This design comes from an exercise in tuning for a short achievable clock period and few clock cycles on the open sky130 flow, not from production work. Function was checked by simulation only, so behaviour that the tests miss may differ from the original. Power and IR drop assume default switching activity.

## lane 2
==> flow/design.v (excerpt) <==
module risc_cpu (
	input 				clk    ,
	input 				rst    ,
	output wire 		rd     ,
	output wire 		wr     ,
	output wire 		halt   ,
	output wire [12:0] 	addr   ,
	input  wire [7:0] 	data_in ,
	output wire [7:0] 	data_out
);
	localparam [2:0] HLT = 3'b000, SKZ = 3'b001, ADD = 3'b010, ANDD = 3'b011,
	                 XORR = 3'b100, LDA = 3'b101, STO = 3'b110, JMP = 3'b111;
	localparam integer NIDX = 5;
	localparam integer NENT = 1 << NIDX;
	localparam integer TAGW = 13 - NIDX;        
	reg        m_fetch, m_f1, m_data;
	reg [12:0] addr_r;
	reg [12:0] pc;
	reg [NENT-1:0] q;                           
	reg        e_hit;
	reg [7:0]  e_b0, e_b1;
	reg        zflag;
	reg [7:0]  b0_r;
	reg        c_add, c_and, c_xor;             
	reg [7:0]  acc;
	reg        rd_r, wr_r, halt_r;
	reg [7:0]  dout_r;
	reg [NENT-1:0] c_val;
	reg [TAGW-1:0] c_tag [0:NENT-1];
	reg [7:0]      c_b0  [0:NENT-1];
	reg [7:0]      c_b1  [0:NENT-1];
	assign addr     = addr_r;
	assign rd       = rd_r;
	assign wr       = wr_r;
	assign halt     = halt_r;
	assign data_out = dout_r;
	function [TAGW-1:0] tag_of(input [12:0] a);
		tag_of = {a[12:NIDX+1], a[0]};
	endfunction
	function [NENT-1:0] onehot(input [NIDX-1:0] i);
		onehot = {{(NENT-1){1'b0}}, 1'b1} << i;
	endfunction
  ...
==> module risc_cpu, before the edit <==
module risc_cpu (
	input 				clk    ,
	input 				rst    ,
	output wire 		rd     ,
	output wire 		wr     ,
	output wire 		halt   ,
	output wire [12:0] 	addr   ,
	input  wire [7:0] 	data_in ,
	output wire [7:0] 	data_out
);
	localparam [2:0] HLT = 3'b000, SKZ = 3'b001, ADD = 3'b010, ANDD = 3'b011,
	                 XORR = 3'b100, LDA = 3'b101, STO = 3'b110, JMP = 3'b111;
	localparam integer NIDX = 5;
	localparam integer NENT = 1 << NIDX;
	localparam integer TAGW = 13 - NIDX;        
	reg        m_fetch, m_f1, m_data;
	reg [12:0] addr_r;
	reg [12:0] pc;
	reg [NENT-1:0] q;                           
	reg        e_hit;
	reg [7:0]  e_b0, e_b1;
	reg        zflag;
	reg [7:0]  b0_r;
	reg        c_add, c_and, c_xor;             
	reg [7:0]  acc;
	reg        rd_r, wr_r, halt_r;
	reg [7:0]  dout_r;
	reg [NENT-1:0] c_val;
	reg [TAGW-1:0] c_tag [0:NENT-1];
	reg [7:0]      c_b0  [0:NENT-1];
	reg [7:0]      c_b1  [0:NENT-1];
	assign addr     = addr_r;
	assign rd       = rd_r;
	assign wr       = wr_r;
	assign halt     = halt_r;
	assign data_out = dout_r;
	function [TAGW-1:0] tag_of(input [12:0] a);
		tag_of = {a[12:NIDX+1], a[0]};
	endfunction
	function [NENT-1:0] onehot(input [NIDX-1:0] i);
		onehot = {{(NENT-1){1'b0}}, 1'b1} << i;
	endfunction
	function [NENT-1:0] rotl(input [NENT-1:0] v, input integer n);
		rotl = (v << n) | (v >> (NENT - n));
	endfunction
	function [16:0] lookup(input [NENT-1:0] sel, input [NENT-1:0] match);
		integer k;
		reg [15:0] d;
		reg v;
		begin
			d = 0; v = 0;
			for (k = 0; k < NENT; k = k + 1) begin
				if (sel[k]) begin
					d = d | {c_b0[k], c_b1[k]};
					v = v | match[k];
				end
			end
			lookup = {v, d};
		end
	endfunction
	wire        zero    = zflag;
	wire        d_read  = m_data && !wr_r;        
	wire [2:0]  e_op    = e_b0[7:5];
	wire [12:0] e_a     = {e_b0[4:0], e_b1};
	wire [2:0]  in_op   = data_in[7:5];
	wire [2:0]  f1_op   = b0_r[7:5];
	wire [12:0] f1_a    = {b0_r[4:0], data_in};
	wire [12:0] pc_1    = pc + 13'd1;
	wire [12:0] pc_2    = pc + 13'd2;
	wire [12:0] pc_4    = pc + 13'd4;
	wire [NENT-1:0] q_2 = rotl(q, 1);
	wire [NENT-1:0] q_4 = rotl(q, 2);
	wire [NENT-1:0] q_j = onehot(e_a[NIDX:1]);
	wire [NENT-1:0] q_f = onehot(f1_a[NIDX:1]);
	wire [TAGW-1:0] t_cur = tag_of(pc);
	wire [TAGW-1:0] t_nxt = {pc[12:NIDX+1] + 1'b1, pc[0]};
	reg  [NENT-1:0] m_cur, m_nxt;
	integer k;
	always @(*) begin
		for (k = 0; k < NENT; k = k + 1) begin
			m_cur[k] = c_val[k] && (c_tag[k] == t_cur);
			m_nxt[k] = c_val[k] && (c_tag[k] == t_nxt);
		end
	end
	wire [NENT-1:0] m_2 = {m_cur[NENT-1:1], m_nxt[0]};
	wire [16:0] r_2 = lookup(q_2, m_2);
	reg [7:0] alu;
	always @(*) begin
		if (c_add)      alu = acc + data_in;
		else if (c_and) alu = acc & data_in;
		else if (c_xor) alu = acc ^ data_in;
		else            alu = data_in;      
	end
	wire z_add = ((acc ^ data_in) == {acc[6:0] | data_in[6:0], 1'b0});
	wire z_and = ((acc & data_in) == 8'd0);
	wire z_xor = (acc == data_in);
	wire z_lda = (data_in == 8'd0);
	wire z_new = c_add ? z_add : c_and ? z_and : c_xor ? z_xor : z_lda;
	wire c_we = !halt_r && (m_f1 || (m_fetch && (in_op == SKZ)));
	reg            w_en;
	reg [NENT-1:0] w_sel;
	reg [TAGW-1:0] w_tag;
	reg [7:0]      w_b0, w_b1;
	always @(posedge clk) begin
		if (rst) w_en <= 1'b0;
		else     w_en <= c_we;
		w_sel <= q;
		w_tag <= tag_of(pc);
		w_b0  <= m_f1 ? b0_r : data_in;
		w_b1  <= data_in;
	end
	integer i;
	always @(posedge clk) begin
		for (i = 0; i < NENT; i = i + 1) begin
			if (rst) c_val[i] <= 1'b0;
			else if (w_en && w_sel[i]) c_val[i] <= 1'b1;
			if (w_en && w_sel[i]) begin
				c_tag[i] <= w_tag;
				c_b0[i]  <= w_b0;
				c_b1[i]  <= w_b1;
			end
		end
	end
	task go_next(input sel);
		begin
			if (sel) begin
				pc <= pc_4; q <= q_4; e_hit <= 1'b0;
			end else begin
				pc <= pc_2; q <= q_2; {e_hit, e_b0, e_b1} <= r_2;
			end
		end
	endtask
	task start_mem(input [2:0] op, input [12:0] a);
		begin
			m_fetch <= 1'b0;
			m_f1    <= 1'b0;
			m_data  <= 1'b1;
			addr_r  <= a;
			c_add   <= (op == ADD);
			c_and   <= (op == ANDD);
			c_xor   <= (op == XORR);
			if (op == STO) begin
				rd_r   <= 1'b0;
				wr_r   <= 1'b1;
				dout_r <= d_read ? alu : acc;
			end
		end
	endtask
	task to_fetch(input [12:0] a);
		begin
			m_fetch <= 1'b1;
			m_f1    <= 1'b0;
			m_data  <= 1'b0;
			addr_r  <= a;
		end
	endtask
	always @(posedge clk) begin
		if (rst) begin
			m_fetch <= 1'b1;
			m_f1    <= 1'b0;
			m_data  <= 1'b0;
			addr_r  <= 13'd0;
			pc      <= 13'd0;
			q       <= onehot(0);
			e_hit   <= 1'b0;
			zflag   <= 1'b1;
			acc     <= 8'd0;
			rd_r    <= 1'b1;
			wr_r    <= 1'b0;
			halt_r  <= 1'b0;
			dout_r  <= 8'd0;
		end else if (!halt_r) begin
			if (d_read) begin
				acc   <= alu;
				zflag <= z_new;
			end
			rd_r   <= 1'b1;
			wr_r   <= 1'b0;
			dout_r <= 8'd0;
			if (!m_f1 && e_hit) begin
				case (e_op)
					HLT: begin
						halt_r <= 1'b1;
						rd_r   <= 1'b0;
					end
					SKZ: begin
						if (d_read) begin
							to_fetch(pc);             
						end else begin
							to_fetch(zero ? pc_4 : pc_2);
							go_next(zero);
						end
					end
					JMP: begin
						to_fetch(e_a);
						pc    <= e_a;
						q     <= q_j;
						e_hit <= 1'b0;
					end
					default: begin
						start_mem(e_op, e_a);
						go_next(1'b0);
					end
				endcase
			end else if (m_data) begin
				to_fetch(pc);                     
			end else if (m_fetch) begin
				case (in_op)
					HLT: begin
						halt_r <= 1'b1;
						rd_r   <= 1'b0;
					end
					SKZ: begin
						to_fetch(zero ? pc_4 : pc_2);
						go_next(zero);
					end
					default: begin
						m_fetch <= 1'b0;
						m_f1    <= 1'b1;
						b0_r    <= data_in;
						addr_r  <= pc_1;
					end
				endcase
			end else begin
				if (f1_op == JMP) begin
					to_fetch(f1_a);
					pc    <= f1_a;
					q     <= q_f;
					e_hit <= 1'b0;
				end else begin
					start_mem(f1_op, f1_a);
					go_next(1'b0);
				end
			end
		end
	end
endmodule
clock: 5.0 ns
lec_check: 0
abc_clock_period_in_ps: 1500
cap_margin: 20
core_margin: 2
core_utilization: 35
setup_slack_margin: 2.8
slew_margin: 20
tns_end_percent: 100
run.sh (not shown) runs the stock make flow with config.mk's settings and CLKGATE_MAP_FILE= SYNTH_SCRIPT=/design/flow/synth_recipe.tcl, a recipe that flattens the netlist after the stock synthesis.
Testbench counts of lane 2, summed over its fixed seeds: cycles 15,475.
> inputs changed (lane 2 -> lane 3)
--- a/flow/design.v
+++ b/flow/design.v
@@ -14,13 +14,14 @@
 	localparam integer NENT = 1 << NIDX;
 	localparam integer TAGW = 13 - NIDX;        
 	reg        m_fetch, m_f1, m_data;
 	reg [12:0] addr_r;
 	reg [12:0] pc;
 	reg [NENT-1:0] q;                           
-	reg        e_hit;
+	reg        e_hit_lo, e_hit_hi;      
+	wire       e_hit = e_hit_lo | e_hit_hi;
 	reg [7:0]  e_b0, e_b1;
 	reg        zflag;
 	reg [7:0]  b0_r;
 	reg        c_add, c_and, c_xor;             
 	reg [7:0]  acc;
 	reg        rd_r, wr_r, halt_r;
@@ -81,12 +82,14 @@
 			m_cur[k] = c_val[k] && (c_tag[k] == t_cur);
 			m_nxt[k] = c_val[k] && (c_tag[k] == t_nxt);
 		end
 	end
 	wire [NENT-1:0] m_2 = {m_cur[NENT-1:1], m_nxt[0]};
 	wire [16:0] r_2 = lookup(q_2, m_2);
+	wire r_2lo = |(q_2[NENT/2-1:0] & m_2[NENT/2-1:0]);
+	wire r_2hi = |(q_2[NENT-1:NENT/2] & m_2[NENT-1:NENT/2]);
 	reg [7:0] alu;
 	always @(*) begin
 		if (c_add)      alu = acc + data_in;
 		else if (c_and) alu = acc & data_in;
 		else if (c_xor) alu = acc ^ data_in;
 		else            alu = data_in;      
@@ -121,15 +124,15 @@
 			end
 		end
 	end
 	task go_next(input sel);
 		begin
 			if (sel) begin
-				pc <= pc_4; q <= q_4; e_hit <= 1'b0;
+				pc <= pc_4; q <= q_4; {e_hit_lo, e_hit_hi} <= 2'b00;
 			end else begin
-				pc <= pc_2; q <= q_2; {e_hit, e_b0, e_b1} <= r_2;
+				pc <= pc_2; q <= q_2; {e_b0, e_b1} <= r_2[15:0]; {e_hit_lo, e_hit_hi} <= {r_2lo, r_2hi};
 			end
 		end
 	endtask
 	task start_mem(input [2:0] op, input [12:0] a);
 		begin
 			m_fetch <= 1'b0;
@@ -159,13 +162,13 @@
 			m_fetch <= 1'b1;
 			m_f1    <= 1'b0;
 			m_data  <= 1'b0;
 			addr_r  <= 13'd0;
 			pc      <= 13'd0;
 			q       <= onehot(0);
-			e_hit   <= 1'b0;
+			{e_hit_lo, e_hit_hi} <= 2'b00;
 			zflag   <= 1'b1;
 			acc     <= 8'd0;
 			rd_r    <= 1'b1;
 			wr_r    <= 1'b0;
 			halt_r  <= 1'b0;
 			dout_r  <= 8'd0;
@@ -192,13 +195,13 @@
 						end
 					end
 					JMP: begin
 						to_fetch(e_a);
 						pc    <= e_a;
 						q     <= q_j;
-						e_hit <= 1'b0;
+						{e_hit_lo, e_hit_hi} <= 2'b00;
 					end
 					default: begin
 						start_mem(e_op, e_a);
 						go_next(1'b0);
 					end
 				endcase
@@ -223,13 +226,13 @@
 				endcase
 			end else begin
 				if (f1_op == JMP) begin
 					to_fetch(f1_a);
 					pc    <= f1_a;
 					q     <= q_f;
-					e_hit <= 1'b0;
+					{e_hit_lo, e_hit_hi} <= 2'b00;
 				end else begin
 					start_mem(f1_op, f1_a);
 					go_next(1'b0);
 				end
 			end
 		end
## What came out
The final layout from lane 3, which completed every stage, passed the timing, DRC and antenna checks at the end of the flow.
Lane 3 vs lane 2, critical path depth went up by 2.
Looking at number of combinational gates with multiple inputs, lane 3 sits 80 lower than lane 2 does.
Looking at worst setup slack after layout across lane 2 and lane 3, the one that comes out higher is lane 2.
| hold slack | higher: lane 3 |
Between lane 2 and lane 3, the flow reports internal power summed over all cells increasing slightly.
The portion of the layout cell area used by clock cells was comparable across lane 2 and lane 3.
Lane 2 → lane 3: headroom to the max-slew limit went down by 4.7 points, global-route track usage on met1 went up by 0.62 points, total routed wirelength went up by 1.2%.
Testbench counts of lane 3, summed over its fixed seeds: cycles 15,475.

---

run B:
The RTL this note starts from:
==> flow/design.v <==
module risc_cpu (
	input 				clk    ,
	input 				rst    ,
	output wire 		rd     ,
	output wire 		wr     ,
	output wire 		halt   ,
	output wire [12:0] 	addr   ,
	input  wire [7:0] 	data_in ,
	output wire [7:0] 	data_out
);
	localparam [2:0] HLT = 3'b000, SKZ = 3'b001, ADD = 3'b010, ANDD = 3'b011,
	                 XORR = 3'b100, LDA = 3'b101, STO = 3'b110, JMP = 3'b111;
	localparam integer NIDX = 5;
	localparam integer NENT = 1 << NIDX;
	localparam integer TAGW = 13 - NIDX;        
	reg        m_fetch, m_f1, m_data;
	reg [12:0] addr_r;
	reg [12:0] pc;
	reg [NENT-1:0] q;                           
	reg        e_hit;
	reg [7:0]  e_b0, e_b1;
	reg        zflag;
	reg [7:0]  b0_r;
	reg        c_add, c_and, c_xor;             
	reg [7:0]  acc;
	reg        rd_r, wr_r, halt_r;
	reg [7:0]  dout_r;
	reg [NENT-1:0] c_val;
	reg [TAGW-1:0] c_tag [0:NENT-1];
	reg [7:0]      c_b0  [0:NENT-1];
	reg [7:0]      c_b1  [0:NENT-1];
	assign addr     = addr_r;
	assign rd       = rd_r;
	assign wr       = wr_r;
	assign halt     = halt_r;
	assign data_out = dout_r;
	function [TAGW-1:0] tag_of(input [12:0] a);
		tag_of = {a[12:NIDX+1], a[0]};
	endfunction
	function [NENT-1:0] onehot(input [NIDX-1:0] i);
		onehot = {{(NENT-1){1'b0}}, 1'b1} << i;
	endfunction
	function [NENT-1:0] rotl(input [NENT-1:0] v, input integer n);
		rotl = (v << n) | (v >> (NENT - n));
	endfunction
	function [16:0] lookup(input [NENT-1:0] sel, input [NENT-1:0] match);
		integer k;
		reg [15:0] d;
		reg v;
		begin
			d = 0; v = 0;
			for (k = 0; k < NENT; k = k + 1) begin
				if (sel[k]) begin
					d = d | {c_b0[k], c_b1[k]};
					v = v | match[k];
				end
			end
			lookup = {v, d};
		end
	endfunction
	wire        zero    = zflag;
	wire        d_read  = m_data && !wr_r;        
	wire [2:0]  e_op    = e_b0[7:5];
	wire [12:0] e_a     = {e_b0[4:0], e_b1};
	wire [2:0]  in_op   = data_in[7:5];
	wire [2:0]  f1_op   = b0_r[7:5];
	wire [12:0] f1_a    = {b0_r[4:0], data_in};
	reg  [12:0] pc_1, pc_2, pc_4;
	reg  [12-NIDX-1:0] tn_r;
	wire [NENT-1:0] q_2 = rotl(q, 1);
	wire [NENT-1:0] q_4 = rotl(q, 2);
	wire [NENT-1:0] q_j = onehot(e_a[NIDX:1]);
	wire [NENT-1:0] q_f = onehot(f1_a[NIDX:1]);
	wire [TAGW-1:0] t_cur = tag_of(pc);
	wire [TAGW-1:0] t_nxt = {tn_r, pc[0]};
	reg  [NENT-1:0] m_cur, m_nxt;
	integer k;
	always @(*) begin
		for (k = 0; k < NENT; k = k + 1) begin
			m_cur[k] = c_val[k] && (c_tag[k] == t_cur);
			m_nxt[k] = c_val[k] && (c_tag[k] == t_nxt);
		end
	end
	wire [NENT-1:0] m_2 = {m_cur[NENT-1:1], m_nxt[0]};
	wire [16:0] r_2 = lookup(q_2, m_2);
	reg [7:0] alu;
	always @(*) begin
		if (c_add)      alu = acc + data_in;
		else if (c_and) alu = acc & data_in;
		else if (c_xor) alu = acc ^ data_in;
		else            alu = data_in;      
	end
	wire z_add = ((acc ^ data_in) == {acc[6:0] | data_in[6:0], 1'b0});
	wire z_and = ((acc & data_in) == 8'd0);
	wire z_xor = (acc == data_in);
	wire z_lda = (data_in == 8'd0);
	wire z_new = c_add ? z_add : c_and ? z_and : c_xor ? z_xor : z_lda;
	wire c_we = !halt_r && (m_f1 || (m_fetch && (in_op == SKZ)));
	reg            w_en;
	reg [NENT-1:0] w_sel;
	reg [TAGW-1:0] w_tag;
	reg [7:0]      w_b0, w_b1;
	always @(posedge clk) begin
		if (rst) w_en <= 1'b0;
		else     w_en <= c_we;
		w_sel <= q;
		w_tag <= tag_of(pc);
		w_b0  <= m_f1 ? b0_r : data_in;
		w_b1  <= data_in;
	end
	integer i;
	always @(posedge clk) begin
		for (i = 0; i < NENT; i = i + 1) begin
			if (rst) c_val[i] <= 1'b0;
			else if (w_en && w_sel[i]) c_val[i] <= 1'b1;
			if (w_en && w_sel[i]) begin
				c_tag[i] <= w_tag;
				c_b0[i]  <= w_b0;
				c_b1[i]  <= w_b1;
			end
		end
	end
	localparam integer DW = 52 + TAGW - 1;
	function [DW-1:0] derive(input [12:0] x);
		derive = {x, x + 13'd1, x + 13'd2, x + 13'd4, x[12:NIDX+1] + 1'b1};
	endfunction
	wire [DW-1:0] d_2 = derive(pc_2);
	wire [DW-1:0] d_4 = derive(pc_4);
	wire [DW-1:0] d_j = derive(e_a);
	wire [DW-1:0] d_f = derive(f1_a);
	task set_pc(input [DW-1:0] d);
		begin
			{pc, pc_1, pc_2, pc_4, tn_r} <= d;
		end
	endtask
	task go_next(input sel);
		begin
			if (sel) begin
				set_pc(d_4); q <= q_4; e_hit <= 1'b0;
			end else begin
				set_pc(d_2); q <= q_2; {e_hit, e_b0, e_b1} <= r_2;
			end
		end
	endtask
	task start_mem(input [2:0] op, input [12:0] a);
		begin
			m_fetch <= 1'b0;
			m_f1    <= 1'b0;
			m_data  <= 1'b1;
			addr_r  <= a;
			c_add   <= (op == ADD);
			c_and   <= (op == ANDD);
			c_xor   <= (op == XORR);
			if (op == STO) begin
				rd_r   <= 1'b0;
				wr_r   <= 1'b1;
				dout_r <= d_read ? alu : acc;
			end
		end
	endtask
	task to_fetch(input [12:0] a);
		begin
			m_fetch <= 1'b1;
			m_f1    <= 1'b0;
			m_data  <= 1'b0;
			addr_r  <= a;
		end
	endtask
	always @(posedge clk) begin
		if (rst) begin
			m_fetch <= 1'b1;
			m_f1    <= 1'b0;
			m_data  <= 1'b0;
			addr_r  <= 13'd0;
			set_pc(derive(13'd0));
			q       <= onehot(0);
			e_hit   <= 1'b0;
			zflag   <= 1'b1;
			acc     <= 8'd0;
			rd_r    <= 1'b1;
			wr_r    <= 1'b0;
			halt_r  <= 1'b0;
			dout_r  <= 8'd0;
		end else if (!halt_r) begin
			if (d_read) begin
				acc   <= alu;
				zflag <= z_new;
			end
			rd_r   <= 1'b1;
			wr_r   <= 1'b0;
			dout_r <= 8'd0;
			if (!m_f1 && e_hit) begin
				case (e_op)
					HLT: begin
						halt_r <= 1'b1;
						rd_r   <= 1'b0;
					end
					SKZ: begin
						if (d_read) begin
							to_fetch(pc);             
						end else begin
							to_fetch(zero ? pc_4 : pc_2);
							go_next(zero);
						end
					end
					JMP: begin
						to_fetch(e_a);
						set_pc(d_j);
						q     <= q_j;
						e_hit <= 1'b0;
					end
					default: begin
						start_mem(e_op, e_a);
						go_next(1'b0);
					end
				endcase
			end else if (m_data) begin
				to_fetch(pc);                     
			end else if (m_fetch) begin
				case (in_op)
					HLT: begin
						halt_r <= 1'b1;
						rd_r   <= 1'b0;
					end
					SKZ: begin
						to_fetch(zero ? pc_4 : pc_2);
						go_next(zero);
					end
					default: begin
						m_fetch <= 1'b0;
						m_f1    <= 1'b1;
						b0_r    <= data_in;
						addr_r  <= pc_1;
					end
				endcase
			end else begin
				if (f1_op == JMP) begin
					to_fetch(f1_a);
					set_pc(d_f);
					q     <= q_f;
					e_hit <= 1'b0;
				end else begin
					start_mem(f1_op, f1_a);
					go_next(1'b0);
				end
			end
		end
	end
endmodule
Settings: LEC_CHECK=0, ABC_CLOCK_PERIOD_IN_PS=1500, CAP_MARGIN=20, CORE_MARGIN=2, CORE_UTILIZATION=25, SETUP_SLACK_MARGIN=3.0, SLEW_MARGIN=20, TNS_END_PERCENT=100; clock period 5.0 ns.
Testbench counts of run B, summed over its fixed seeds: cycles 15,475.
diff inputs: run B => run D
--- a/flow/design.v
+++ b/flow/design.v
@@ -81,9 +81,11 @@
 			m_nxt[k] = c_val[k] && (c_tag[k] == t_nxt);
 		end
 	end
 	wire [NENT-1:0] m_2 = {m_cur[NENT-1:1], m_nxt[0]};
+	wire [NENT-1:0] m_4 = {m_cur[NENT-1:2], m_nxt[1:0]};
 	wire [16:0] r_2 = lookup(q_2, m_2);
+	wire [16:0] r_4 = lookup(q_4, m_4);
 	reg [7:0] alu;
 	always @(*) begin
 		if (c_add)      alu = acc + data_in;
 		else if (c_and) alu = acc & data_in;
@@ -94,8 +96,9 @@
 	wire z_and = ((acc & data_in) == 8'd0);
 	wire z_xor = (acc == data_in);
 	wire z_lda = (data_in == 8'd0);
 	wire z_new = c_add ? z_add : c_and ? z_and : c_xor ? z_xor : z_lda;
+	wire zero_now = d_read ? z_new : zflag;
 	wire c_we = !halt_r && (m_f1 || (m_fetch && (in_op == SKZ)));
 	reg            w_en;
 	reg [NENT-1:0] w_sel;
 	reg [TAGW-1:0] w_tag;
@@ -119,25 +122,24 @@
 				c_b1[i]  <= w_b1;
 			end
 		end
 	end
-	localparam integer DW = 52 + TAGW - 1;
-	function [DW-1:0] derive(input [12:0] x);
+	function [52+TAGW-2:0] derive(input [12:0] x);
 		derive = {x, x + 13'd1, x + 13'd2, x + 13'd4, x[12:NIDX+1] + 1'b1};
 	endfunction
-	wire [DW-1:0] d_2 = derive(pc_2);
-	wire [DW-1:0] d_4 = derive(pc_4);
-	wire [DW-1:0] d_j = derive(e_a);
-	wire [DW-1:0] d_f = derive(f1_a);
-	task set_pc(input [DW-1:0] d);
+	wire [52+TAGW-2:0] d_2 = derive(pc_2);
+	wire [52+TAGW-2:0] d_4 = derive(pc_4);
+	wire [52+TAGW-2:0] d_j = derive(e_a);
+	wire [52+TAGW-2:0] d_f = derive(f1_a);
+	task set_pc(input [52+TAGW-2:0] d);
 		begin
 			{pc, pc_1, pc_2, pc_4, tn_r} <= d;
 		end
 	endtask
 	task go_next(input sel);
 		begin
 			if (sel) begin
-				set_pc(d_4); q <= q_4; e_hit <= 1'b0;
+				set_pc(d_4); q <= q_4; {e_hit, e_b0, e_b1} <= r_4;
 			end else begin
 				set_pc(d_2); q <= q_2; {e_hit, e_b0, e_b1} <= r_2;
 			end
 		end
@@ -195,14 +197,10 @@
 						halt_r <= 1'b1;
 						rd_r   <= 1'b0;
 					end
 					SKZ: begin
-						if (d_read) begin
-							to_fetch(pc);             
-						end else begin
-							to_fetch(zero ? pc_4 : pc_2);
-							go_next(zero);
-						end
+						to_fetch(zero_now ? pc_4 : pc_2);
+						go_next(zero_now);
 					end
 					JMP: begin
 						to_fetch(e_a);
 						set_pc(d_j);
Notes after the runs:
- Higher number of signal-net buffers in the layout goes to run B over run D.
- Between run B and run D, the first-pass GRT wire length is lower for run B.
- Going from run B to run D, the final period utilization was found to have gone up by 5.9 points.
- Of run B and run D, run B shows the lower post-synthesis instance area, with run D above it.
- Summary — worst slew margin relative to its limit, run D relative to run B: lower, by 4.8 points.
- Delta(area fraction of clock buffers and clock inverters, run D - run B) > 0
- Of run D and run B, it is run D that has the lower highest clock rate.
- The worst hold slack after final layout reported for run D is smaller than that of run B by 0.0056 ns.
Testbench counts of run D, summed over its fixed seeds: cycles 15,320.

re-timing with driven ports:
In the flow no input, the clock included, has a driving cell. The finished layouts below were timed again as built, in two steps.
Step 1 assumes that a clkbuf_16 drives the clock port and a buf_2 every other input.
Step 2 also shifts input and output timing later by t, the mid clock arrival at the registers, as if the neighbouring blocks saw the same clock.
a / b / c = ideal / step 1 / step 2; a / b = the first two.
run | t (ns) | slack for setup (ns) | worst hold slack (ns) | latest minus earliest clock arrival (ns) | slew at the worst register clock pin (ns)
lane 2 | 0.742 | 2.697 / 2.668 / 2.107 | 0.444 / 0.444 / 0.444 | 0.041 / 0.041 | 0.06 / 0.06
lane 3 | 0.741 | 2.612 / 2.612 / 2.051 | 0.449 / 0.449 / 0.449 | 0.062 / 0.062 | 0.07 / 0.07
run B | 0.776 | 2.409 / 2.409 / 1.982 | 0.460 / 0.460 / 0.460 | 0.048 / 0.049 | 0.07 / 0.07
run D | 0.808 | 2.114 / 2.162 / 1.354 | 0.454 / 0.428 / 0.454 | 0.084 / 0.084 | 0.07 / 0.07
After both steps setup and hold are still met in every run listed. For run D, which loses most, drivers alone change the setup slack by +0.048 ns; drivers and shift together by -0.760 ns.
